This is an optimization exercise on Yosys and OpenROAD, whose aim is small area and a short achievable clock period, not a production implementation.
No run shown here included a check of the RTL's function; only the layout flow was run.

<file path="design/flow/run.sh">
#!/bin/bash
# synth_recipe.tcl (not shown) runs the flow's synth.tcl, then flattens the netlist and writes it again
# the make line also repeats each setting of config.mk as NAME=value (left out here)
make -C /OpenROAD-flow-scripts/flow DESIGN_CONFIG=/design/flow/config.mk WORK_HOME=/design/flow/orfs CLKGATE_MAP_FILE= SYNTH_SCRIPT=/design/flow/synth_recipe.tcl finish
</file>
<file path="design/flow/config.mk">
export PLATFORM = sky130hd
export DESIGN_NAME = Pipeline_1
export DESIGN_NICKNAME = Pipeline_1
export VERILOG_FILES = /design/flow/design.v
export SDC_FILE = /design/flow/constraint.sdc
export NUM_CORES = 4
export LEC_CHECK = 0
export CAP_MARGIN = 20
export CORE_MARGIN = 2
export CORE_UTILIZATION = 40
export SLEW_MARGIN = 20
</file>
<file path="design/flow/constraint.sdc">
create_clock -name core_clock -period 36.0 [get_ports {clk}]
set_input_delay 7.2000 -clock core_clock [delete_from_list [all_inputs] [get_ports {clk}]]
set_output_delay 7.2000 -clock core_clock [all_outputs]
set_load 0.01 [all_outputs]
</file>
<file path="design/flow/design.v">
`timescale 1ns / 1ps
module Pipeline_1(
input clk,rst,
input [7:0]a,b,c,d,
output [7:0]out
    );
  wire s1 = a[0] ^ b[0];
  wire c2 = a[0] & b[0];
  wire s3 = a[1] ^ b[1] ^ c2;
  wire c4 = (a[1] & b[1]) | (c2 & (a[1] ^ b[1]));
  wire s5 = a[2] ^ b[2] ^ c4;
  wire c6 = (a[2] & b[2]) | (c4 & (a[2] ^ b[2]));
  wire s7 = a[3] ^ b[3] ^ c6;
  wire c8 = (a[3] & b[3]) | (c6 & (a[3] ^ b[3]));
  wire s9 = a[4] ^ b[4] ^ c8;
  wire c10 = (a[4] & b[4]) | (c8 & (a[4] ^ b[4]));
  wire s11 = a[5] ^ b[5] ^ c10;
  wire c12 = (a[5] & b[5]) | (c10 & (a[5] ^ b[5]));
  wire s13 = a[6] ^ b[6] ^ c12;
  wire c14 = (a[6] & b[6]) | (c12 & (a[6] ^ b[6]));
  wire s15 = a[7] ^ b[7] ^ c14;
  wire s16 = c[0] ^ d[0];
  wire c17 = c[0] | ~d[0];
  wire nd18 = ~d[1];
  wire s19 = c[1] ^ nd18 ^ c17;
  wire c20 = (c[1] & nd18) | (c17 & (c[1] ^ nd18));
  wire nd21 = ~d[2];
  wire s22 = c[2] ^ nd21 ^ c20;
  wire c23 = (c[2] & nd21) | (c20 & (c[2] ^ nd21));
  wire nd24 = ~d[3];
  wire s25 = c[3] ^ nd24 ^ c23;
  wire c26 = (c[3] & nd24) | (c23 & (c[3] ^ nd24));
  wire nd27 = ~d[4];
  wire s28 = c[4] ^ nd27 ^ c26;
  wire c29 = (c[4] & nd27) | (c26 & (c[4] ^ nd27));
  wire nd30 = ~d[5];
  wire s31 = c[5] ^ nd30 ^ c29;
  wire c32 = (c[5] & nd30) | (c29 & (c[5] ^ nd30));
  wire nd33 = ~d[6];
  wire s34 = c[6] ^ nd33 ^ c32;
  wire c35 = (c[6] & nd33) | (c32 & (c[6] ^ nd33));
  wire s36 = ~(c[7] ^ d[7] ^ c35);
  reg [7:0] R1_s, R1_t, R1_d;
  reg R1_v;
  always @(posedge clk) begin
    R1_s <= {s15, s13, s11, s9, s7, s5, s3, s1};
    R1_t <= {s36, s34, s31, s28, s25, s22, s19, s16};
    R1_d <= d;
    R1_v <= ~rst & (|d);
  end
  wire pp37 = R1_s[0] & R1_t[0];
  wire pp38 = R1_s[1] & R1_t[0];
  wire pp39 = R1_s[2] & R1_t[0];
  wire pp40 = R1_s[3] & R1_t[0];
  wire pp41 = R1_s[4] & R1_t[0];
  wire pp42 = R1_s[5] & R1_t[0];
  wire pp43 = R1_s[6] & R1_t[0];
  wire pp44 = R1_s[7] & R1_t[0];
  wire pp45 = R1_s[0] & R1_t[1];
  wire pp46 = R1_s[1] & R1_t[1];
  wire pp47 = R1_s[2] & R1_t[1];
  wire pp48 = R1_s[3] & R1_t[1];
  wire pp49 = R1_s[4] & R1_t[1];
  wire pp50 = R1_s[5] & R1_t[1];
  wire pp51 = R1_s[6] & R1_t[1];
  wire pp52 = R1_s[7] & R1_t[1];
  wire pp53 = R1_s[0] & R1_t[2];
  wire pp54 = R1_s[1] & R1_t[2];
  wire pp55 = R1_s[2] & R1_t[2];
  wire pp56 = R1_s[3] & R1_t[2];
  wire pp57 = R1_s[4] & R1_t[2];
  wire pp58 = R1_s[5] & R1_t[2];
  wire pp59 = R1_s[6] & R1_t[2];
  wire pp60 = R1_s[7] & R1_t[2];
  wire pp61 = R1_s[0] & R1_t[3];
  wire pp62 = R1_s[1] & R1_t[3];
  wire pp63 = R1_s[2] & R1_t[3];
  wire pp64 = R1_s[3] & R1_t[3];
  wire pp65 = R1_s[4] & R1_t[3];
  wire pp66 = R1_s[5] & R1_t[3];
  wire pp67 = R1_s[6] & R1_t[3];
  wire pp68 = R1_s[7] & R1_t[3];
  wire pp69 = R1_s[0] & R1_t[4];
  wire pp70 = R1_s[1] & R1_t[4];
  wire pp71 = R1_s[2] & R1_t[4];
  wire pp72 = R1_s[3] & R1_t[4];
  wire pp73 = R1_s[4] & R1_t[4];
  wire pp74 = R1_s[5] & R1_t[4];
  wire pp75 = R1_s[6] & R1_t[4];
  wire pp76 = R1_s[7] & R1_t[4];
  wire pp77 = R1_s[0] & R1_t[5];
  wire pp78 = R1_s[1] & R1_t[5];
  wire pp79 = R1_s[2] & R1_t[5];
  wire pp80 = R1_s[3] & R1_t[5];
  wire pp81 = R1_s[4] & R1_t[5];
  wire pp82 = R1_s[5] & R1_t[5];
  wire pp83 = R1_s[6] & R1_t[5];
  wire pp84 = R1_s[7] & R1_t[5];
  wire pp85 = R1_s[0] & R1_t[6];
  wire pp86 = R1_s[1] & R1_t[6];
  wire pp87 = R1_s[2] & R1_t[6];
  wire pp88 = R1_s[3] & R1_t[6];
  wire pp89 = R1_s[4] & R1_t[6];
  wire pp90 = R1_s[5] & R1_t[6];
  wire pp91 = R1_s[6] & R1_t[6];
  wire pp92 = R1_s[7] & R1_t[6];
  wire pp93 = R1_s[0] & R1_t[7];
  wire pp94 = R1_s[1] & R1_t[7];
  wire pp95 = R1_s[2] & R1_t[7];
  wire pp96 = R1_s[3] & R1_t[7];
  wire pp97 = R1_s[4] & R1_t[7];
  wire pp98 = R1_s[5] & R1_t[7];
  wire pp99 = R1_s[6] & R1_t[7];
  wire pp100 = R1_s[7] & R1_t[7];
  wire s101 = pp45 ^ pp38;
  wire c102 = pp45 & pp38;
  wire s103 = pp46 ^ pp39;
  wire c104 = pp46 & pp39;
  wire s105 = pp47 ^ pp40;
  wire c106 = pp47 & pp40;
  wire s107 = pp48 ^ pp41;
  wire c108 = pp48 & pp41;
  wire s109 = pp49 ^ pp42;
  wire c110 = pp49 & pp42;
  wire s111 = pp50 ^ pp43;
  wire c112 = pp50 & pp43;
  wire s113 = pp51 ^ pp44;
  wire c114 = pp51 & pp44;
  wire s115 = pp53 ^ s103 ^ c102;
  wire c116 = (pp53 & s103) | (c102 & (pp53 ^ s103));
  wire s117 = pp54 ^ s105 ^ c104;
  wire c118 = (pp54 & s105) | (c104 & (pp54 ^ s105));
  wire s119 = pp55 ^ s107 ^ c106;
  wire c120 = (pp55 & s107) | (c106 & (pp55 ^ s107));
  wire s121 = pp56 ^ s109 ^ c108;
  wire c122 = (pp56 & s109) | (c108 & (pp56 ^ s109));
  wire s123 = pp57 ^ s111 ^ c110;
  wire c124 = (pp57 & s111) | (c110 & (pp57 ^ s111));
  wire s125 = pp58 ^ s113 ^ c112;
  wire c126 = (pp58 & s113) | (c112 & (pp58 ^ s113));
  wire s127 = pp59 ^ pp52 ^ c114;
  wire c128 = (pp59 & pp52) | (c114 & (pp59 ^ pp52));
  wire s129 = pp61 ^ s117 ^ c116;
  wire c130 = (pp61 & s117) | (c116 & (pp61 ^ s117));
  wire s131 = pp62 ^ s119 ^ c118;
  wire c132 = (pp62 & s119) | (c118 & (pp62 ^ s119));
  wire s133 = pp63 ^ s121 ^ c120;
  wire c134 = (pp63 & s121) | (c120 & (pp63 ^ s121));
  wire s135 = pp64 ^ s123 ^ c122;
  wire c136 = (pp64 & s123) | (c122 & (pp64 ^ s123));
  wire s137 = pp65 ^ s125 ^ c124;
  wire c138 = (pp65 & s125) | (c124 & (pp65 ^ s125));
  wire s139 = pp66 ^ s127 ^ c126;
  wire c140 = (pp66 & s127) | (c126 & (pp66 ^ s127));
  wire s141 = pp67 ^ pp60 ^ c128;
  wire c142 = (pp67 & pp60) | (c128 & (pp67 ^ pp60));
  wire s143 = pp69 ^ s131 ^ c130;
  wire c144 = (pp69 & s131) | (c130 & (pp69 ^ s131));
  wire s145 = pp70 ^ s133 ^ c132;
  wire c146 = (pp70 & s133) | (c132 & (pp70 ^ s133));
  wire s147 = pp71 ^ s135 ^ c134;
  wire c148 = (pp71 & s135) | (c134 & (pp71 ^ s135));
  wire s149 = pp72 ^ s137 ^ c136;
  wire c150 = (pp72 & s137) | (c136 & (pp72 ^ s137));
  wire s151 = pp73 ^ s139 ^ c138;
  wire c152 = (pp73 & s139) | (c138 & (pp73 ^ s139));
  wire s153 = pp74 ^ s141 ^ c140;
  wire c154 = (pp74 & s141) | (c140 & (pp74 ^ s141));
  wire s155 = pp75 ^ pp68 ^ c142;
  wire c156 = (pp75 & pp68) | (c142 & (pp75 ^ pp68));
  wire s157 = pp77 ^ s145 ^ c144;
  wire c158 = (pp77 & s145) | (c144 & (pp77 ^ s145));
  wire s159 = pp78 ^ s147 ^ c146;
  wire c160 = (pp78 & s147) | (c146 & (pp78 ^ s147));
  wire s161 = pp79 ^ s149 ^ c148;
  wire c162 = (pp79 & s149) | (c148 & (pp79 ^ s149));
  wire s163 = pp80 ^ s151 ^ c150;
  wire c164 = (pp80 & s151) | (c150 & (pp80 ^ s151));
  wire s165 = pp81 ^ s153 ^ c152;
  wire c166 = (pp81 & s153) | (c152 & (pp81 ^ s153));
  wire s167 = pp82 ^ s155 ^ c154;
  wire c168 = (pp82 & s155) | (c154 & (pp82 ^ s155));
  wire s169 = pp83 ^ pp76 ^ c156;
  wire c170 = (pp83 & pp76) | (c156 & (pp83 ^ pp76));
  wire s171 = pp85 ^ s159 ^ c158;
  wire c172 = (pp85 & s159) | (c158 & (pp85 ^ s159));
  wire s173 = pp86 ^ s161 ^ c160;
  wire c174 = (pp86 & s161) | (c160 & (pp86 ^ s161));
  wire s175 = pp87 ^ s163 ^ c162;
  wire c176 = (pp87 & s163) | (c162 & (pp87 ^ s163));
  wire s177 = pp88 ^ s165 ^ c164;
  wire c178 = (pp88 & s165) | (c164 & (pp88 ^ s165));
  wire s179 = pp89 ^ s167 ^ c166;
  wire c180 = (pp89 & s167) | (c166 & (pp89 ^ s167));
  wire s181 = pp90 ^ s169 ^ c168;
  wire c182 = (pp90 & s169) | (c168 & (pp90 ^ s169));
  wire s183 = pp91 ^ pp84 ^ c170;
  wire c184 = (pp91 & pp84) | (c170 & (pp91 ^ pp84));
  wire s185 = pp93 ^ s173 ^ c172;
  wire c186 = (pp93 & s173) | (c172 & (pp93 ^ s173));
  wire s187 = pp94 ^ s175 ^ c174;
  wire c188 = (pp94 & s175) | (c174 & (pp94 ^ s175));
  wire s189 = pp95 ^ s177 ^ c176;
  wire c190 = (pp95 & s177) | (c176 & (pp95 ^ s177));
  wire s191 = pp96 ^ s179 ^ c178;
  wire c192 = (pp96 & s179) | (c178 & (pp96 ^ s179));
  wire s193 = pp97 ^ s181 ^ c180;
  wire c194 = (pp97 & s181) | (c180 & (pp97 ^ s181));
  wire s195 = pp98 ^ s183 ^ c182;
  wire c196 = (pp98 & s183) | (c182 & (pp98 ^ s183));
  wire s197 = pp99 ^ pp92 ^ c184;
  wire c198 = (pp99 & pp92) | (c184 & (pp99 ^ pp92));
  wire s199 = s187 ^ c186;
  wire c200 = s187 & c186;
  wire s201 = s189 ^ c188 ^ c200;
  wire c202 = (s189 & c188) | (c200 & (s189 ^ c188));
  wire s203 = s191 ^ c190 ^ c202;
  wire c204 = (s191 & c190) | (c202 & (s191 ^ c190));
  wire s205 = s193 ^ c192 ^ c204;
  wire c206 = (s193 & c192) | (c204 & (s193 ^ c192));
  wire s207 = s195 ^ c194 ^ c206;
  wire c208 = (s195 & c194) | (c206 & (s195 ^ c194));
  wire s209 = s197 ^ c196 ^ c208;
  wire c210 = (s197 & c196) | (c208 & (s197 ^ c196));
  wire s211 = pp100 ^ c198 ^ c210;
  wire c212 = (pp100 & c198) | (c210 & (pp100 ^ c198));
  wire nd213 = ~R1_d[0];
  wire nd214 = ~R1_d[1];
  wire nd215 = ~R1_d[2];
  wire nd216 = ~R1_d[3];
  wire nd217 = ~R1_d[4];
  wire nd218 = ~R1_d[5];
  wire nd219 = ~R1_d[6];
  wire nd220 = ~R1_d[7];
  wire hz221 = ~R1_d[7];
  wire hz222 = hz221 & ~R1_d[6];
  wire hz223 = hz222 & ~R1_d[5];
  wire hz224 = hz223 & ~R1_d[4];
  wire hz225 = hz224 & ~R1_d[3];
  wire hz226 = hz225 & ~R1_d[2];
  wire hz227 = hz226 & ~R1_d[1];
  wire b228 = ~c212 & R1_d[0];
  wire ge229 = ~b228 & hz227;
  wire r230 = c212 ^ (ge229 & R1_d[0]);
  wire b231 = ~s211 & R1_d[0];
  wire b232 = (~r230 & R1_d[1]) | (~(r230 ^ R1_d[1]) & b231);
  wire ge233 = ~b232 & hz226;
  wire r234 = s211 ^ (ge233 & R1_d[0]);
  wire r235 = r230 ^ (ge233 & (R1_d[1] ^ b231));
  wire b236 = ~s209 & R1_d[0];
  wire b237 = (~r234 & R1_d[1]) | (~(r234 ^ R1_d[1]) & b236);
  wire b238 = (~r235 & R1_d[2]) | (~(r235 ^ R1_d[2]) & b237);
  wire ge239 = ~b238 & hz225;
  wire r240 = s209 ^ (ge239 & R1_d[0]);
  wire r241 = r234 ^ (ge239 & (R1_d[1] ^ b236));
  wire r242 = r235 ^ (ge239 & (R1_d[2] ^ b237));
  wire b243 = ~s207 & R1_d[0];
  wire b244 = (~r240 & R1_d[1]) | (~(r240 ^ R1_d[1]) & b243);
  wire b245 = (~r241 & R1_d[2]) | (~(r241 ^ R1_d[2]) & b244);
  wire b246 = (~r242 & R1_d[3]) | (~(r242 ^ R1_d[3]) & b245);
  wire ge247 = ~b246 & hz224;
  wire r248 = s207 ^ (ge247 & R1_d[0]);
  wire r249 = r240 ^ (ge247 & (R1_d[1] ^ b243));
  wire r250 = r241 ^ (ge247 & (R1_d[2] ^ b244));
  wire r251 = r242 ^ (ge247 & (R1_d[3] ^ b245));
  wire b252 = ~s205 & R1_d[0];
  wire b253 = (~r248 & R1_d[1]) | (~(r248 ^ R1_d[1]) & b252);
  wire b254 = (~r249 & R1_d[2]) | (~(r249 ^ R1_d[2]) & b253);
  wire b255 = (~r250 & R1_d[3]) | (~(r250 ^ R1_d[3]) & b254);
  wire b256 = (~r251 & R1_d[4]) | (~(r251 ^ R1_d[4]) & b255);
  wire ge257 = ~b256 & hz223;
  wire r258 = s205 ^ (ge257 & R1_d[0]);
  wire r259 = r248 ^ (ge257 & (R1_d[1] ^ b252));
  wire r260 = r249 ^ (ge257 & (R1_d[2] ^ b253));
  wire r261 = r250 ^ (ge257 & (R1_d[3] ^ b254));
  wire r262 = r251 ^ (ge257 & (R1_d[4] ^ b255));
  reg [10:0] R2_p;
  reg [4:0] R2_r;
  reg [7:0] R2_d;
  reg R2_v;
  always @(posedge clk) begin
    R2_p <= {s203, s201, s199, s185, s171, s157, s143, s129, s115, s101, pp37};
    R2_r <= {r262, r261, r260, r259, r258};
    R2_d <= R1_d;
    R2_v <= ~rst & R1_v;
  end
  wire nd263 = ~R2_d[0];
  wire nd264 = ~R2_d[1];
  wire nd265 = ~R2_d[2];
  wire nd266 = ~R2_d[3];
  wire nd267 = ~R2_d[4];
  wire nd268 = ~R2_d[5];
  wire nd269 = ~R2_d[6];
  wire nd270 = ~R2_d[7];
  wire hz271 = ~R2_d[7];
  wire hz272 = hz271 & ~R2_d[6];
  wire hz273 = hz272 & ~R2_d[5];
  wire hz274 = hz273 & ~R2_d[4];
  wire hz275 = hz274 & ~R2_d[3];
  wire hz276 = hz275 & ~R2_d[2];
  wire hz277 = hz276 & ~R2_d[1];
  wire b278 = ~R2_p[10] & R2_d[0];
  wire b279 = (~R2_r[0] & R2_d[1]) | (~(R2_r[0] ^ R2_d[1]) & b278);
  wire b280 = (~R2_r[1] & R2_d[2]) | (~(R2_r[1] ^ R2_d[2]) & b279);
  wire b281 = (~R2_r[2] & R2_d[3]) | (~(R2_r[2] ^ R2_d[3]) & b280);
  wire b282 = (~R2_r[3] & R2_d[4]) | (~(R2_r[3] ^ R2_d[4]) & b281);
  wire b283 = (~R2_r[4] & R2_d[5]) | (~(R2_r[4] ^ R2_d[5]) & b282);
  wire ge284 = ~b283 & hz272;
  wire r285 = R2_p[10] ^ (ge284 & R2_d[0]);
  wire r286 = R2_r[0] ^ (ge284 & (R2_d[1] ^ b278));
  wire r287 = R2_r[1] ^ (ge284 & (R2_d[2] ^ b279));
  wire r288 = R2_r[2] ^ (ge284 & (R2_d[3] ^ b280));
  wire r289 = R2_r[3] ^ (ge284 & (R2_d[4] ^ b281));
  wire r290 = R2_r[4] ^ (ge284 & (R2_d[5] ^ b282));
  wire b291 = ~R2_p[9] & R2_d[0];
  wire b292 = (~r285 & R2_d[1]) | (~(r285 ^ R2_d[1]) & b291);
  wire b293 = (~r286 & R2_d[2]) | (~(r286 ^ R2_d[2]) & b292);
  wire b294 = (~r287 & R2_d[3]) | (~(r287 ^ R2_d[3]) & b293);
  wire b295 = (~r288 & R2_d[4]) | (~(r288 ^ R2_d[4]) & b294);
  wire b296 = (~r289 & R2_d[5]) | (~(r289 ^ R2_d[5]) & b295);
  wire b297 = (~r290 & R2_d[6]) | (~(r290 ^ R2_d[6]) & b296);
  wire ge298 = ~b297 & hz271;
  wire r299 = R2_p[9] ^ (ge298 & R2_d[0]);
  wire r300 = r285 ^ (ge298 & (R2_d[1] ^ b291));
  wire r301 = r286 ^ (ge298 & (R2_d[2] ^ b292));
  wire r302 = r287 ^ (ge298 & (R2_d[3] ^ b293));
  wire r303 = r288 ^ (ge298 & (R2_d[4] ^ b294));
  wire r304 = r289 ^ (ge298 & (R2_d[5] ^ b295));
  wire r305 = r290 ^ (ge298 & (R2_d[6] ^ b296));
  wire b306 = ~R2_p[8] & R2_d[0];
  wire b307 = (~r299 & R2_d[1]) | (~(r299 ^ R2_d[1]) & b306);
  wire b308 = (~r300 & R2_d[2]) | (~(r300 ^ R2_d[2]) & b307);
  wire b309 = (~r301 & R2_d[3]) | (~(r301 ^ R2_d[3]) & b308);
  wire b310 = (~r302 & R2_d[4]) | (~(r302 ^ R2_d[4]) & b309);
  wire b311 = (~r303 & R2_d[5]) | (~(r303 ^ R2_d[5]) & b310);
  wire b312 = (~r304 & R2_d[6]) | (~(r304 ^ R2_d[6]) & b311);
  wire b313 = (~r305 & R2_d[7]) | (~(r305 ^ R2_d[7]) & b312);
  wire ge314 = ~b313;
  wire r315 = R2_p[8] ^ (ge314 & R2_d[0]);
  wire r316 = r299 ^ (ge314 & (R2_d[1] ^ b306));
  wire r317 = r300 ^ (ge314 & (R2_d[2] ^ b307));
  wire r318 = r301 ^ (ge314 & (R2_d[3] ^ b308));
  wire r319 = r302 ^ (ge314 & (R2_d[4] ^ b309));
  wire r320 = r303 ^ (ge314 & (R2_d[5] ^ b310));
  wire r321 = r304 ^ (ge314 & (R2_d[6] ^ b311));
  wire r322 = r305 ^ (ge314 & (R2_d[7] ^ b312));
  wire b323 = ~R2_p[7] & R2_d[0];
  wire b324 = (~r315 & R2_d[1]) | (~(r315 ^ R2_d[1]) & b323);
  wire b325 = (~r316 & R2_d[2]) | (~(r316 ^ R2_d[2]) & b324);
  wire b326 = (~r317 & R2_d[3]) | (~(r317 ^ R2_d[3]) & b325);
  wire b327 = (~r318 & R2_d[4]) | (~(r318 ^ R2_d[4]) & b326);
  wire b328 = (~r319 & R2_d[5]) | (~(r319 ^ R2_d[5]) & b327);
  wire b329 = (~r320 & R2_d[6]) | (~(r320 ^ R2_d[6]) & b328);
  wire b330 = (~r321 & R2_d[7]) | (~(r321 ^ R2_d[7]) & b329);
  wire ge331 = r322 | ~b330;
  wire r332 = R2_p[7] ^ (ge331 & R2_d[0]);
  wire r333 = r315 ^ (ge331 & (R2_d[1] ^ b323));
  wire r334 = r316 ^ (ge331 & (R2_d[2] ^ b324));
  wire r335 = r317 ^ (ge331 & (R2_d[3] ^ b325));
  wire r336 = r318 ^ (ge331 & (R2_d[4] ^ b326));
  wire r337 = r319 ^ (ge331 & (R2_d[5] ^ b327));
  wire r338 = r320 ^ (ge331 & (R2_d[6] ^ b328));
  wire r339 = r321 ^ (ge331 & (R2_d[7] ^ b329));
  wire b340 = ~R2_p[6] & R2_d[0];
  wire b341 = (~r332 & R2_d[1]) | (~(r332 ^ R2_d[1]) & b340);
  wire b342 = (~r333 & R2_d[2]) | (~(r333 ^ R2_d[2]) & b341);
  wire b343 = (~r334 & R2_d[3]) | (~(r334 ^ R2_d[3]) & b342);
  wire b344 = (~r335 & R2_d[4]) | (~(r335 ^ R2_d[4]) & b343);
  wire b345 = (~r336 & R2_d[5]) | (~(r336 ^ R2_d[5]) & b344);
  wire b346 = (~r337 & R2_d[6]) | (~(r337 ^ R2_d[6]) & b345);
  wire b347 = (~r338 & R2_d[7]) | (~(r338 ^ R2_d[7]) & b346);
  wire ge348 = r339 | ~b347;
  wire r349 = R2_p[6] ^ (ge348 & R2_d[0]);
  wire r350 = r332 ^ (ge348 & (R2_d[1] ^ b340));
  wire r351 = r333 ^ (ge348 & (R2_d[2] ^ b341));
  wire r352 = r334 ^ (ge348 & (R2_d[3] ^ b342));
  wire r353 = r335 ^ (ge348 & (R2_d[4] ^ b343));
  wire r354 = r336 ^ (ge348 & (R2_d[5] ^ b344));
  wire r355 = r337 ^ (ge348 & (R2_d[6] ^ b345));
  wire r356 = r338 ^ (ge348 & (R2_d[7] ^ b346));
  wire b357 = ~R2_p[5] & R2_d[0];
  wire b358 = (~r349 & R2_d[1]) | (~(r349 ^ R2_d[1]) & b357);
  wire b359 = (~r350 & R2_d[2]) | (~(r350 ^ R2_d[2]) & b358);
  wire b360 = (~r351 & R2_d[3]) | (~(r351 ^ R2_d[3]) & b359);
  wire b361 = (~r352 & R2_d[4]) | (~(r352 ^ R2_d[4]) & b360);
  wire b362 = (~r353 & R2_d[5]) | (~(r353 ^ R2_d[5]) & b361);
  wire b363 = (~r354 & R2_d[6]) | (~(r354 ^ R2_d[6]) & b362);
  wire b364 = (~r355 & R2_d[7]) | (~(r355 ^ R2_d[7]) & b363);
  wire ge365 = r356 | ~b364;
  wire r366 = R2_p[5] ^ (ge365 & R2_d[0]);
  wire r367 = r349 ^ (ge365 & (R2_d[1] ^ b357));
  wire r368 = r350 ^ (ge365 & (R2_d[2] ^ b358));
  wire r369 = r351 ^ (ge365 & (R2_d[3] ^ b359));
  wire r370 = r352 ^ (ge365 & (R2_d[4] ^ b360));
  wire r371 = r353 ^ (ge365 & (R2_d[5] ^ b361));
  wire r372 = r354 ^ (ge365 & (R2_d[6] ^ b362));
  wire r373 = r355 ^ (ge365 & (R2_d[7] ^ b363));
  wire b374 = ~R2_p[4] & R2_d[0];
  wire b375 = (~r366 & R2_d[1]) | (~(r366 ^ R2_d[1]) & b374);
  wire b376 = (~r367 & R2_d[2]) | (~(r367 ^ R2_d[2]) & b375);
  wire b377 = (~r368 & R2_d[3]) | (~(r368 ^ R2_d[3]) & b376);
  wire b378 = (~r369 & R2_d[4]) | (~(r369 ^ R2_d[4]) & b377);
  wire b379 = (~r370 & R2_d[5]) | (~(r370 ^ R2_d[5]) & b378);
  wire b380 = (~r371 & R2_d[6]) | (~(r371 ^ R2_d[6]) & b379);
  wire b381 = (~r372 & R2_d[7]) | (~(r372 ^ R2_d[7]) & b380);
  wire ge382 = r373 | ~b381;
  wire r383 = R2_p[4] ^ (ge382 & R2_d[0]);
  wire r384 = r366 ^ (ge382 & (R2_d[1] ^ b374));
  wire r385 = r367 ^ (ge382 & (R2_d[2] ^ b375));
  wire r386 = r368 ^ (ge382 & (R2_d[3] ^ b376));
  wire r387 = r369 ^ (ge382 & (R2_d[4] ^ b377));
  wire r388 = r370 ^ (ge382 & (R2_d[5] ^ b378));
  wire r389 = r371 ^ (ge382 & (R2_d[6] ^ b379));
  wire r390 = r372 ^ (ge382 & (R2_d[7] ^ b380));
  reg [3:0] R3_p;
  reg [7:0] R3_r;
  reg [3:0] R3_q;
  reg [7:0] R3_d;
  reg R3_v;
  always @(posedge clk) begin
    R3_p <= {R2_p[3], R2_p[2], R2_p[1], R2_p[0]};
    R3_r <= {r390, r389, r388, r387, r386, r385, r384, r383};
    R3_q <= {ge331, ge348, ge365, ge382};
    R3_d <= R2_d;
    R3_v <= ~rst & R2_v;
  end
  wire nd391 = ~R3_d[0];
  wire nd392 = ~R3_d[1];
  wire nd393 = ~R3_d[2];
  wire nd394 = ~R3_d[3];
  wire nd395 = ~R3_d[4];
  wire nd396 = ~R3_d[5];
  wire nd397 = ~R3_d[6];
  wire nd398 = ~R3_d[7];
  wire hz399 = ~R3_d[7];
  wire hz400 = hz399 & ~R3_d[6];
  wire hz401 = hz400 & ~R3_d[5];
  wire hz402 = hz401 & ~R3_d[4];
  wire hz403 = hz402 & ~R3_d[3];
  wire hz404 = hz403 & ~R3_d[2];
  wire hz405 = hz404 & ~R3_d[1];
  wire b406 = ~R3_p[3] & R3_d[0];
  wire b407 = (~R3_r[0] & R3_d[1]) | (~(R3_r[0] ^ R3_d[1]) & b406);
  wire b408 = (~R3_r[1] & R3_d[2]) | (~(R3_r[1] ^ R3_d[2]) & b407);
  wire b409 = (~R3_r[2] & R3_d[3]) | (~(R3_r[2] ^ R3_d[3]) & b408);
  wire b410 = (~R3_r[3] & R3_d[4]) | (~(R3_r[3] ^ R3_d[4]) & b409);
  wire b411 = (~R3_r[4] & R3_d[5]) | (~(R3_r[4] ^ R3_d[5]) & b410);
  wire b412 = (~R3_r[5] & R3_d[6]) | (~(R3_r[5] ^ R3_d[6]) & b411);
  wire b413 = (~R3_r[6] & R3_d[7]) | (~(R3_r[6] ^ R3_d[7]) & b412);
  wire ge414 = R3_r[7] | ~b413;
  wire r415 = R3_p[3] ^ (ge414 & R3_d[0]);
  wire r416 = R3_r[0] ^ (ge414 & (R3_d[1] ^ b406));
  wire r417 = R3_r[1] ^ (ge414 & (R3_d[2] ^ b407));
  wire r418 = R3_r[2] ^ (ge414 & (R3_d[3] ^ b408));
  wire r419 = R3_r[3] ^ (ge414 & (R3_d[4] ^ b409));
  wire r420 = R3_r[4] ^ (ge414 & (R3_d[5] ^ b410));
  wire r421 = R3_r[5] ^ (ge414 & (R3_d[6] ^ b411));
  wire r422 = R3_r[6] ^ (ge414 & (R3_d[7] ^ b412));
  wire b423 = ~R3_p[2] & R3_d[0];
  wire b424 = (~r415 & R3_d[1]) | (~(r415 ^ R3_d[1]) & b423);
  wire b425 = (~r416 & R3_d[2]) | (~(r416 ^ R3_d[2]) & b424);
  wire b426 = (~r417 & R3_d[3]) | (~(r417 ^ R3_d[3]) & b425);
  wire b427 = (~r418 & R3_d[4]) | (~(r418 ^ R3_d[4]) & b426);
  wire b428 = (~r419 & R3_d[5]) | (~(r419 ^ R3_d[5]) & b427);
  wire b429 = (~r420 & R3_d[6]) | (~(r420 ^ R3_d[6]) & b428);
  wire b430 = (~r421 & R3_d[7]) | (~(r421 ^ R3_d[7]) & b429);
  wire ge431 = r422 | ~b430;
  wire r432 = R3_p[2] ^ (ge431 & R3_d[0]);
  wire r433 = r415 ^ (ge431 & (R3_d[1] ^ b423));
  wire r434 = r416 ^ (ge431 & (R3_d[2] ^ b424));
  wire r435 = r417 ^ (ge431 & (R3_d[3] ^ b425));
  wire r436 = r418 ^ (ge431 & (R3_d[4] ^ b426));
  wire r437 = r419 ^ (ge431 & (R3_d[5] ^ b427));
  wire r438 = r420 ^ (ge431 & (R3_d[6] ^ b428));
  wire r439 = r421 ^ (ge431 & (R3_d[7] ^ b429));
  wire b440 = ~R3_p[1] & R3_d[0];
  wire b441 = (~r432 & R3_d[1]) | (~(r432 ^ R3_d[1]) & b440);
  wire b442 = (~r433 & R3_d[2]) | (~(r433 ^ R3_d[2]) & b441);
  wire b443 = (~r434 & R3_d[3]) | (~(r434 ^ R3_d[3]) & b442);
  wire b444 = (~r435 & R3_d[4]) | (~(r435 ^ R3_d[4]) & b443);
  wire b445 = (~r436 & R3_d[5]) | (~(r436 ^ R3_d[5]) & b444);
  wire b446 = (~r437 & R3_d[6]) | (~(r437 ^ R3_d[6]) & b445);
  wire b447 = (~r438 & R3_d[7]) | (~(r438 ^ R3_d[7]) & b446);
  wire ge448 = r439 | ~b447;
  wire r449 = R3_p[1] ^ (ge448 & R3_d[0]);
  wire r450 = r432 ^ (ge448 & (R3_d[1] ^ b440));
  wire r451 = r433 ^ (ge448 & (R3_d[2] ^ b441));
  wire r452 = r434 ^ (ge448 & (R3_d[3] ^ b442));
  wire r453 = r435 ^ (ge448 & (R3_d[4] ^ b443));
  wire r454 = r436 ^ (ge448 & (R3_d[5] ^ b444));
  wire r455 = r437 ^ (ge448 & (R3_d[6] ^ b445));
  wire r456 = r438 ^ (ge448 & (R3_d[7] ^ b446));
  wire b457 = ~R3_p[0] & R3_d[0];
  wire b458 = (~r449 & R3_d[1]) | (~(r449 ^ R3_d[1]) & b457);
  wire b459 = (~r450 & R3_d[2]) | (~(r450 ^ R3_d[2]) & b458);
  wire b460 = (~r451 & R3_d[3]) | (~(r451 ^ R3_d[3]) & b459);
  wire b461 = (~r452 & R3_d[4]) | (~(r452 ^ R3_d[4]) & b460);
  wire b462 = (~r453 & R3_d[5]) | (~(r453 ^ R3_d[5]) & b461);
  wire b463 = (~r454 & R3_d[6]) | (~(r454 ^ R3_d[6]) & b462);
  wire b464 = (~r455 & R3_d[7]) | (~(r455 ^ R3_d[7]) & b463);
  wire ge465 = r456 | ~b464;
  assign out = {R3_q[3], R3_q[2], R3_q[1], R3_q[0], ge414, ge431, ge448, ge465} & {8{R3_v}};
endmodule
</file>
==> impl_summary.txt, run 1 <==
----------------------------------------------------
[Setup path]
  Maximum single-stage delay on the critical path ... 530 ps
  Master of the slowest instance on the critical path ... clkdlybuf4s50_1
  Critical path buffers and inverters ... 1
  Critical Path Source ... R3_d[1]
  Worst Path Max Fanout ... 10
  Endpoint class of the critical path ... primary output
  Worst R2R Start ... R2_d[2]
  Worst path most repeated cell ... a21o_1
  CP arrival ... 9460 ps
  Startpoint kind of the worst setup timing path ... flop
  Worst Path Required ... around 29,000 ps
  Kind of cell adding the most delay to the critical path ... compound AO/OA/AOI/OAI gates
  Critical path class ... reg2out

[Floorplanning]
  Die Span Y ... 147 µm
  Chip width ... 147 µm
  Initial core utilization ... ~41%
  I/O pin total ... 42
  Die area ... 21,700 µm²
  Standard-cell rows ... 52
  Core region area ... 20,200 µm²

[Clock tree]
  CTS Buf Count ... 9
  Register clock-pin slew on the reported worst setup and hold paths ... 60 ps
  Count of H-tree levels built during CTS ... 3
  Buffer type at the clock tree root ... clkbuf_16
  Maximum buffer depth of the clock tree ... 2
  Sinks on Clock Net ... 75
  Hold_buf cts ... 0
  Gates resized, CTS repair ... 0
  Skew-Pair Late Insertion Delay ... 340 ps
  Clock tree from TritonCTS ... yes
  Post-CTS setup-driven buffer insertion count ... 0

[Detailed routing]
  Count of vias placed by the detailed router ... 6,165
  Number of optimization iterations in the first detailed-route pass ... 4
  Number of vias per cell after detailed routing ... 4.98
  Wire per inst ... 14.0 µm
  Remaining routing DRC violations ... 0
  Detailed Route WL ... 17,300 µm
  Remaining number of nets flagged by the antenna check after routing ... 0
  Initial DRC Count ... 173

[Timing]
  Final hold violations ... 0
  Achievable clock frequency ... ~0.060 GHz
  Worst setup margin ... 19,340 ps
  Number of max-slew violations in the final report ... 0
  Worst Max-Slew Pin Slew ... 974 ps
  Post-layout min period ... 16,660 ps
  Setup clock skew after layout ... about 8.7 ps
  Setup violators final ... 0
  Setup tns final ... 0 ps
  Setup repair after global routing missed its margin ... false
  Portion of the clock cycle consumed by the worst path in the final layout ... between 40 and 50%
  Remaining max-slew budget at the tightest pin ... 35.0%

[Final layout]
  Number of standard cells in the final layout excluding fillers ... about 1,200
  Layout area overhead ... 12.3%
  # fillers ... 2,000
  Footprint of the flip-flops and latches ... 1500 µm²
  Share of layout cells above drive strength 1 ... 4.54%
  Area used by multi-input combinational logic ... 6220 µm²
  Antenna fix cells ... 0
  Final non-filler cell area ... 9210 µm²
  Total Nets Final ... 1,147

[Min path]
  Hold Path Class ... reg2reg
  Source of the worst hold timing path ... R2_p[2]

[Placement]
  Half-perimeter wire length after placement ... roughly 14,000 µm
  DP Worst Slack ... between 15,000 and 20,000 ps
  Area after detailed placement ... 8840 µm²
  RD Place Congestion ... 0.833
  Number of buffers added on ports ... 41
  Post-Place Cells ... 1,223

[Logic synthesis]
  EDFF count, synth ... 0
  Cell area after technology mapping ... between 8000 and 9000 µm²
  Fraction of registers with async set or reset after synthesis ... 0%
  Instance count of the mapped netlist ... 939
  Seq cells post-synth ... 75
  Yosys Warn Count ... 1
  Post-synth net total ... 1,122
  Post-synthesis average cell area ... ~8.7 µm²
  Leading register cell type out of synthesis ... dfxtp_1
  Part of the Yosys area used for sequential elements ... 18.3%
  Synth unique cells ... 74

[Global route]
  All-Layer GR Usage ... 16.7%
  Remaining global-route overflow ... 0
  Pin count of the biggest net entering global routing ... 23
  Initial antenna violation count ... 0
  Number of global-route vias before repair ... 6,195
  Global-route wire length before repair ... about 30,000 µm

[Job]
  Max cap viols ... 0

[Outcome]
  Result of the run ... no timing/DRC/antenna violations

----------------------------------------------------
[final timing paths]
path | end | slack (ps) | cells after the start
setup / recovery | out[0] | 19340 | 46
hold / removal | R3_p[2] | 330 | 0
setup reg to reg | R3_r[1] | 19740 | 80
hold reg to reg | R3_p[2] | 330 | 0
[synth_stat cells (all sizes together) (4+ instances only)]
cell type | instances | share of area (%)
nand2b | 8 | 0.61
a31oi | 8 | 0.61
a21boi | 4 | 0.41
a21o | 45 | 4.1
and2 | 42 | 3.2
xor2 | 65 | 6.9
dfxtp | 75 | 18
nor2 | 22 | 1.0
ha | 89 | 14
xnor2 | 84 | 9.0
a21oi | 34 | 2.3
a31o | 4 | 0.43
o211ai | 5 | 0.52
inv | 88 | 4.0
mux2i | 8 | 1.0
clkbuf | 20 | 0.92
nor2b | 9 | 0.69
buf | 11 | 0.81
nand2 | 141 | 6.5
nor4 | 7 | 0.61
o21ai | 17 | 1.2
nor3 | 13 | 0.79
o21a | 6 | 0.55
fa | 60 | 15
and3 | 9 | 0.75
a211oi | 4 | 0.37
or3 | 7 | 0.53
nand3 | 9 | 0.55
[kinds of logic after synthesis]
kind of cell | count (synthesis) | share of synthesized area [%]
buffers and inverters | 120 | 5.86
flip-flops | 75 | 18.3
adder cells (fa/ha/maj) | 150 | 28.4
AO/OA/AOI/OAI | 158 | 14.2
AND/OR/NAND/NOR | 279 | 16.3
XOR/XNOR | 149 | 15.9
multiplexers | 8 | 1.02
[routing by layer]
metal | global-route usage, % | wire [µm]
met5 | 0 | 0
met4 | 4.76 | 259
met3 | 2.30 | 532
met2 | 30.3 | 8720
met1 | 20.7 | 7830
[cell usage in the layout, fill, tap and decap left out, types with 9 or more instances in the layout]
master,count
xor2_1,65
nand3_1,9
a21oi_1,31
o21ai_0,14
nand2_1,141
xnor2_1,84
nor2_1,22
dfxtp_1,75
nor2b_1,9
nor3_1,13
a21o_1,45
and2_1,42
clkbuf_16,9
inv_1,88
fa_1,60
clkdlybuf4s50_1,41
ha_1,89
[worst register-to-register path, delay by kind of cell, from the launching register on]
| family | cells | cell delay (ps) |
|---|---|---|
| flops | 1 | 810 |
| fa+ha+maj | 7 | 2160 |
| xor+xnor | 7 | 1550 |
| buf+inv | 4 | 430 |
| simple gates | 16 | 3230 |
| compound gates | 46 | 8010 |
[stage by stage]
step	utilization, %	hold slack, ps
final	45.7	326
after global routing	45.7	331
after CTS	45.7	329
after detailed placement	43.8	316
after global placement	43.8	311
after floorplan	-	310
[state kept, by name (all words and copies together) (netlist names)]
name  cells
R2_p     11
R1_d      8
R1_s      8
R1_t      8
R2_d      8
R3_d      8
R3_r      8
R2_r      5
R3_p      4
R3_q      4
R1_v      1
R2_v      1
R3_v      1
[layout make-up]
cell class | instances | share of cell area [%]
Multi-Input combinational cell | 744 | 67.5
Timing Repair Buffer | 45 | 4.78
Inverter | 89 | 3.68
Clock inverter | 7 | 1.62
Clock buffer | 9 | 2.44
Sequential cell | 75 | 16.3
Tap cell | 270 | 3.67
==> run 2, diff against run 1 <==
--- a/design/flow/design.v
+++ b/design/flow/design.v
@@ -276,4 +276,17 @@
   wire r262 = r251 ^ (ge257 & (R1_d[4] ^ b255));
-  reg [10:0] R2_p;
-  reg [4:0] R2_r;
+  wire b263 = ~s203 & R1_d[0];
+  wire b264 = (~r258 & R1_d[1]) | (~(r258 ^ R1_d[1]) & b263);
+  wire b265 = (~r259 & R1_d[2]) | (~(r259 ^ R1_d[2]) & b264);
+  wire b266 = (~r260 & R1_d[3]) | (~(r260 ^ R1_d[3]) & b265);
+  wire b267 = (~r261 & R1_d[4]) | (~(r261 ^ R1_d[4]) & b266);
+  wire b268 = (~r262 & R1_d[5]) | (~(r262 ^ R1_d[5]) & b267);
+  wire ge269 = ~b268 & hz222;
+  wire r270 = s203 ^ (ge269 & R1_d[0]);
+  wire r271 = r258 ^ (ge269 & (R1_d[1] ^ b263));
+  wire r272 = r259 ^ (ge269 & (R1_d[2] ^ b264));
+  wire r273 = r260 ^ (ge269 & (R1_d[3] ^ b265));
+  wire r274 = r261 ^ (ge269 & (R1_d[4] ^ b266));
+  wire r275 = r262 ^ (ge269 & (R1_d[5] ^ b267));
+  reg [9:0] R2_p;
+  reg [5:0] R2_r;
   reg [7:0] R2_d;
@@ -281,4 +294,4 @@
   always @(posedge clk) begin
-    R2_p <= {s203, s201, s199, s185, s171, s157, s143, s129, s115, s101, pp37};
-    R2_r <= {r262, r261, r260, r259, r258};
+    R2_p <= {s201, s199, s185, s171, s157, s143, s129, s115, s101, pp37};
+    R2_r <= {r275, r274, r273, r272, r271, r270};
     R2_d <= R1_d;
@@ -286,45 +299,32 @@
   end
-  wire nd263 = ~R2_d[0];
-  wire nd264 = ~R2_d[1];
-  wire nd265 = ~R2_d[2];
-  wire nd266 = ~R2_d[3];
-  wire nd267 = ~R2_d[4];
-  wire nd268 = ~R2_d[5];
-  wire nd269 = ~R2_d[6];
-  wire nd270 = ~R2_d[7];
-  wire hz271 = ~R2_d[7];
-  wire hz272 = hz271 & ~R2_d[6];
-  wire hz273 = hz272 & ~R2_d[5];
-  wire hz274 = hz273 & ~R2_d[4];
-  wire hz275 = hz274 & ~R2_d[3];
-  wire hz276 = hz275 & ~R2_d[2];
-  wire hz277 = hz276 & ~R2_d[1];
-  wire b278 = ~R2_p[10] & R2_d[0];
-  wire b279 = (~R2_r[0] & R2_d[1]) | (~(R2_r[0] ^ R2_d[1]) & b278);
-  wire b280 = (~R2_r[1] & R2_d[2]) | (~(R2_r[1] ^ R2_d[2]) & b279);
-  wire b281 = (~R2_r[2] & R2_d[3]) | (~(R2_r[2] ^ R2_d[3]) & b280);
-  wire b282 = (~R2_r[3] & R2_d[4]) | (~(R2_r[3] ^ R2_d[4]) & b281);
-  wire b283 = (~R2_r[4] & R2_d[5]) | (~(R2_r[4] ^ R2_d[5]) & b282);
-  wire ge284 = ~b283 & hz272;
-  wire r285 = R2_p[10] ^ (ge284 & R2_d[0]);
-  wire r286 = R2_r[0] ^ (ge284 & (R2_d[1] ^ b278));
-  wire r287 = R2_r[1] ^ (ge284 & (R2_d[2] ^ b279));
-  wire r288 = R2_r[2] ^ (ge284 & (R2_d[3] ^ b280));
-  wire r289 = R2_r[3] ^ (ge284 & (R2_d[4] ^ b281));
-  wire r290 = R2_r[4] ^ (ge284 & (R2_d[5] ^ b282));
+  wire nd276 = ~R2_d[0];
+  wire nd277 = ~R2_d[1];
+  wire nd278 = ~R2_d[2];
+  wire nd279 = ~R2_d[3];
+  wire nd280 = ~R2_d[4];
+  wire nd281 = ~R2_d[5];
+  wire nd282 = ~R2_d[6];
+  wire nd283 = ~R2_d[7];
+  wire hz284 = ~R2_d[7];
+  wire hz285 = hz284 & ~R2_d[6];
+  wire hz286 = hz285 & ~R2_d[5];
+  wire hz287 = hz286 & ~R2_d[4];
+  wire hz288 = hz287 & ~R2_d[3];
+  wire hz289 = hz288 & ~R2_d[2];
+  wire hz290 = hz289 & ~R2_d[1];
   wire b291 = ~R2_p[9] & R2_d[0];
-  wire b292 = (~r285 & R2_d[1]) | (~(r285 ^ R2_d[1]) & b291);
-  wire b293 = (~r286 & R2_d[2]) | (~(r286 ^ R2_d[2]) & b292);
-  wire b294 = (~r287 & R2_d[3]) | (~(r287 ^ R2_d[3]) & b293);
-  wire b295 = (~r288 & R2_d[4]) | (~(r288 ^ R2_d[4]) & b294);
-  wire b296 = (~r289 & R2_d[5]) | (~(r289 ^ R2_d[5]) & b295);
-  wire b297 = (~r290 & R2_d[6]) | (~(r290 ^ R2_d[6]) & b296);
-  wire ge298 = ~b297 & hz271;
+  wire b292 = (~R2_r[0] & R2_d[1]) | (~(R2_r[0] ^ R2_d[1]) & b291);
+  wire b293 = (~R2_r[1] & R2_d[2]) | (~(R2_r[1] ^ R2_d[2]) & b292);
+  wire b294 = (~R2_r[2] & R2_d[3]) | (~(R2_r[2] ^ R2_d[3]) & b293);
+  wire b295 = (~R2_r[3] & R2_d[4]) | (~(R2_r[3] ^ R2_d[4]) & b294);
+  wire b296 = (~R2_r[4] & R2_d[5]) | (~(R2_r[4] ^ R2_d[5]) & b295);
+  wire b297 = (~R2_r[5] & R2_d[6]) | (~(R2_r[5] ^ R2_d[6]) & b296);
+  wire ge298 = ~b297 & hz284;
   wire r299 = R2_p[9] ^ (ge298 & R2_d[0]);
-  wire r300 = r285 ^ (ge298 & (R2_d[1] ^ b291));
-  wire r301 = r286 ^ (ge298 & (R2_d[2] ^ b292));
-  wire r302 = r287 ^ (ge298 & (R2_d[3] ^ b293));
-  wire r303 = r288 ^ (ge298 & (R2_d[4] ^ b294));
-  wire r304 = r289 ^ (ge298 & (R2_d[5] ^ b295));
-  wire r305 = r290 ^ (ge298 & (R2_d[6] ^ b296));
+  wire r300 = R2_r[0] ^ (ge298 & (R2_d[1] ^ b291));
+  wire r301 = R2_r[1] ^ (ge298 & (R2_d[2] ^ b292));
+  wire r302 = R2_r[2] ^ (ge298 & (R2_d[3] ^ b293));
+  wire r303 = R2_r[3] ^ (ge298 & (R2_d[4] ^ b294));
+  wire r304 = R2_r[4] ^ (ge298 & (R2_d[5] ^ b295));
+  wire r305 = R2_r[5] ^ (ge298 & (R2_d[6] ^ b296));
   wire b306 = ~R2_p[8] & R2_d[0];
==> run 2 against run 1 <==
  * Routed wire length down 9.6%
  * Still clean
  * Fmax is 0.81% higher
  * Utilization fell by 0.062 points
  * Clock-buffer cell count up 1
  * Highest routed layer unchanged
  * Worst hold slack about the same
==> impl_summary.txt, run 2 <==
----------------------------------------------------
[Logic synthesis]
  Fraction of registers with async set or reset after synthesis ... 0%
  Leading cell types by total area after synthesis ... dfxtp_1, fa_1, ha_1
  Share of Yosys cell area claimed by the top area cell type ... 18.3%
  Synth unique cells ... between 60 and 70
  Most used standard cell by instance count after synthesis ... nand2_1
  Post-synthesis average cell area ... about 9 µm²
  Cell area after technology mapping ... 8200 µm²
  EDFF count, synth ... 0
  Leading register cell type out of synthesis ... dfxtp_1
  Seq cells post-synth ... 75
  Commonest cells post-synth ... nand2_1, inv_1, ha_1
  Instance count of the mapped netlist ... 924
  Post-synth net total ... 1,108
  Part of the Yosys area used for sequential elements ... roughly 18%
  Yosys Warn Count ... 1
  Library cell with the largest summed area after synthesis ... dfxtp_1

[Timing]
  Setup repair after global routing missed its margin ... false
  Setup clock skew after layout ... 6.45 ps
  Setup tns final ... 0 ps
  Setup violators final ... 0
  Final hold violations ... 0
  Remaining max-slew budget at the tightest pin ... 38.2%
  Worst Max-Slew Pin Slew ... 925 ps
  Number of max-slew violations in the final report ... 0
  Portion of the clock cycle consumed by the worst path in the final layout ... 45.9%
  Post-layout min period ... 16,530 ps
  Achievable clock frequency ... 0.0605 GHz

[Clock tree]
  Skew-Pair Late Insertion Delay ... 340 ps
  Count of H-tree levels built during CTS ... 3
  Hold_buf cts ... 0
  Sinks on Clock Net ... 75
  Post-CTS setup-driven buffer insertion count ... 0
  Maximum buffer depth of the clock tree ... 2
  Buffer type at the clock tree root ... clkbuf_16
  Gates resized, CTS repair ... 0
  Register clock-pin slew on the reported worst setup and hold paths ... ~60 ps
  CTS Buf Count ... 9
  Clock tree from TritonCTS ... yes

[Global route]
  Remaining global-route overflow ... 0
  Number of global-route vias before repair ... 6,364
  Initial antenna violation count ... 0
  All-Layer GR Usage ... 16.0%
  Global-route wire length before repair ... 28,900 µm
  Pin count of the biggest net entering global routing ... 24

[Final layout]
  Largest register FFs ... 10
  Register ranked first by flip-flop count ... R2_p
  Utilization of the core after routing ... 45.6%
  Most frequent cells in the layout ... nand2_1, inv_1, ha_1
  Share of layout cells above drive strength 1 ... 5.52%
  Antenna fix cells ... 0
  Layout area overhead ... 12.2%
  Total Nets Final ... about 1,100
  Most common cell after layout, fill and taps aside ... nand2_1

[Setup path]
  Critical path class ... reg2out
  Endpoint class of the critical path ... primary output
  Maximum single-stage delay on the critical path ... 660 ps
  Worst path most repeated cell ... a21o_1
  Startpoint kind of the worst setup timing path ... flop
  Worst Path Required ... 28,800 ps
  Worst Path Max Fanout ... 10
  CP arrival ... 9330 ps
  Master of the slowest instance on the critical path ... nor3_1
  Setup slack of the worst register-to-register path ... about 20,000 ps

[Min path]
  Hold Path Class ... reg2reg

[Job]
  Max cap viols ... 0

[Floorplanning]
  Standard-cell rows ... 52
  Die Span Y ... 147 µm
  Initial core utilization ... 40.7%
  Die area ... 21,700 µm²
  Core region area ... 20,200 µm²
  I/O pin total ... 42
  Chip width ... 147 µm

[Placement]
  RD Place Congestion ... between 0.7 and 0.8
  Half-perimeter wire length after placement ... 12,900 µm
  Number of buffers added on ports ... between 40 and 50

[Detailed routing]
  Detailed Route WL ... 15,700 µm
  Initial DRC Count ... 172
  Remaining number of nets flagged by the antenna check after routing ... 0
  Remaining routing DRC violations ... 0
  Wire per inst ... 12.7 µm
  Number of vias per cell after detailed routing ... slightly below 5
  Number of optimization iterations in the first detailed-route pass ... 4
  Count of vias placed by the detailed router ... roughly 6,100

[Outcome]
  Result of the run ... no timing/DRC/antenna violations

----------------------------------------------------
[run 2: cell count changes after synthesis, moves of 4 or more]
cell | previous run | this run
and2_1 | 42 | 36
o21bai_1 | 0 | 5
a21boi_0 | 0 | 4
or2_2 | 3 | 8
o21a_1 | 6 | 11
xor2_2 | 0 | 6
nor2_1 | 22 | 30
nor2_4 | 0 | 6
a21o_1 | 45 | 39
nand2_1 | 141 | 113
nor2b_1 | 9 | 13
mux2i_1 | 7 | 2
[run 2: per-stage QoR]
step / setup slack [ps] / hold WS [ps] / cell area, µm² / cells
after floorplan: 20860 / 310 / 8200 / 924
after global placement: 19880 / 313 / 8870 / 1215
after detailed placement: 19700 / 312 / 8870 / 1215
after CTS: 19310 / 326 / 9200 / 1231
after global routing: 18550 / 336 / 9200 / 1231
final: 19470 / 326 / 9200 / 1231
[run 2: final timing paths]
path,end,start,cells past startpoint
hold reg to reg,R3_p[1],R2_p[1],0
hold / removal,R3_p[1],R2_p[1],0
setup reg to reg,R3_r[4],R2_d[4],63
setup / recovery,out[0],R3_d[1],46
[run 2: worst max-delay path: cells and delay by family, from the launching register on]
family                   cells  cell delay (ps)
AND/OR/NAND/NOR             11             1850
flip-flops                   1              510
buffers and inverters        1              520
XOR/XNOR                     3              530
adder cells (fa/ha/maj)      4             1090
AO/OA/AOI/OAI               27             4490
[run 2: cell families (layout without fill, tap and decap cells)]
kind of cell,Yosys count,count (layout),share of synthesized area [%]
simple gates,270,270,16.7
xor+xnor,155,155,17.1
fa+ha+maj,152,152,28.6
compound gates,152,152,13.2
buf+inv,116,153,5.43
flops,75,75,18.3
mux,4,4,0.549
[run 2: cell type report]
cell class | instances | area [µm²]
Timing Repair Buffer | 44 | 433
Inverter | 93 | 349
Clock buffer | 10 | 239
Multi-Input combinational cell | 733 | 6250
Tap cell | 270 | 338
Sequential cell | 75 | 1500
Clock inverter | 6 | 87.6
Fill cell | 1970 | 11000
[run 2: metal layers]
layer | vias up | part of all wire [%] | track usage, %
met2 | 70 | 49 | 28.5
met3 | 18 | 2.8 | 2.58
li1 | 3119 | - | -
met1 | 2897 | 47 | 19.9
met5 | - | 0 | 0
met4 | 0 | 1.7 | 5.05

## what the ideal ports hide
The flow's constraints put no driver on any port. The routed layouts listed below were extracted and timed again, unchanged, in two steps.
Step 1 assumes that a clkbuf_16 drives the clock port and a buf_2 every other input.
Step 2 moves the port delays by t, midway between the first and last clock arrival at a register: inputs arrive t later, outputs are due t later. That takes back most of the time a late clock gives input paths.
Three values: ideal ports, drivers, drivers and shift; two values: the first two.
| run | t, ns | setup slack, ns | hold slack, ns | worst setup path at the end |
|---|---|---|---|---|
| run 1 | 0.376 | 19.339 / 19.300 / 19.676 | 0.326 / 0.326 / 0.326 | register to output |
| run 2 | 0.384 | 19.474 / 19.431 / 19.815 | 0.326 / 0.326 / 0.326 | register to output |
After both steps setup and hold are still met in every run listed.
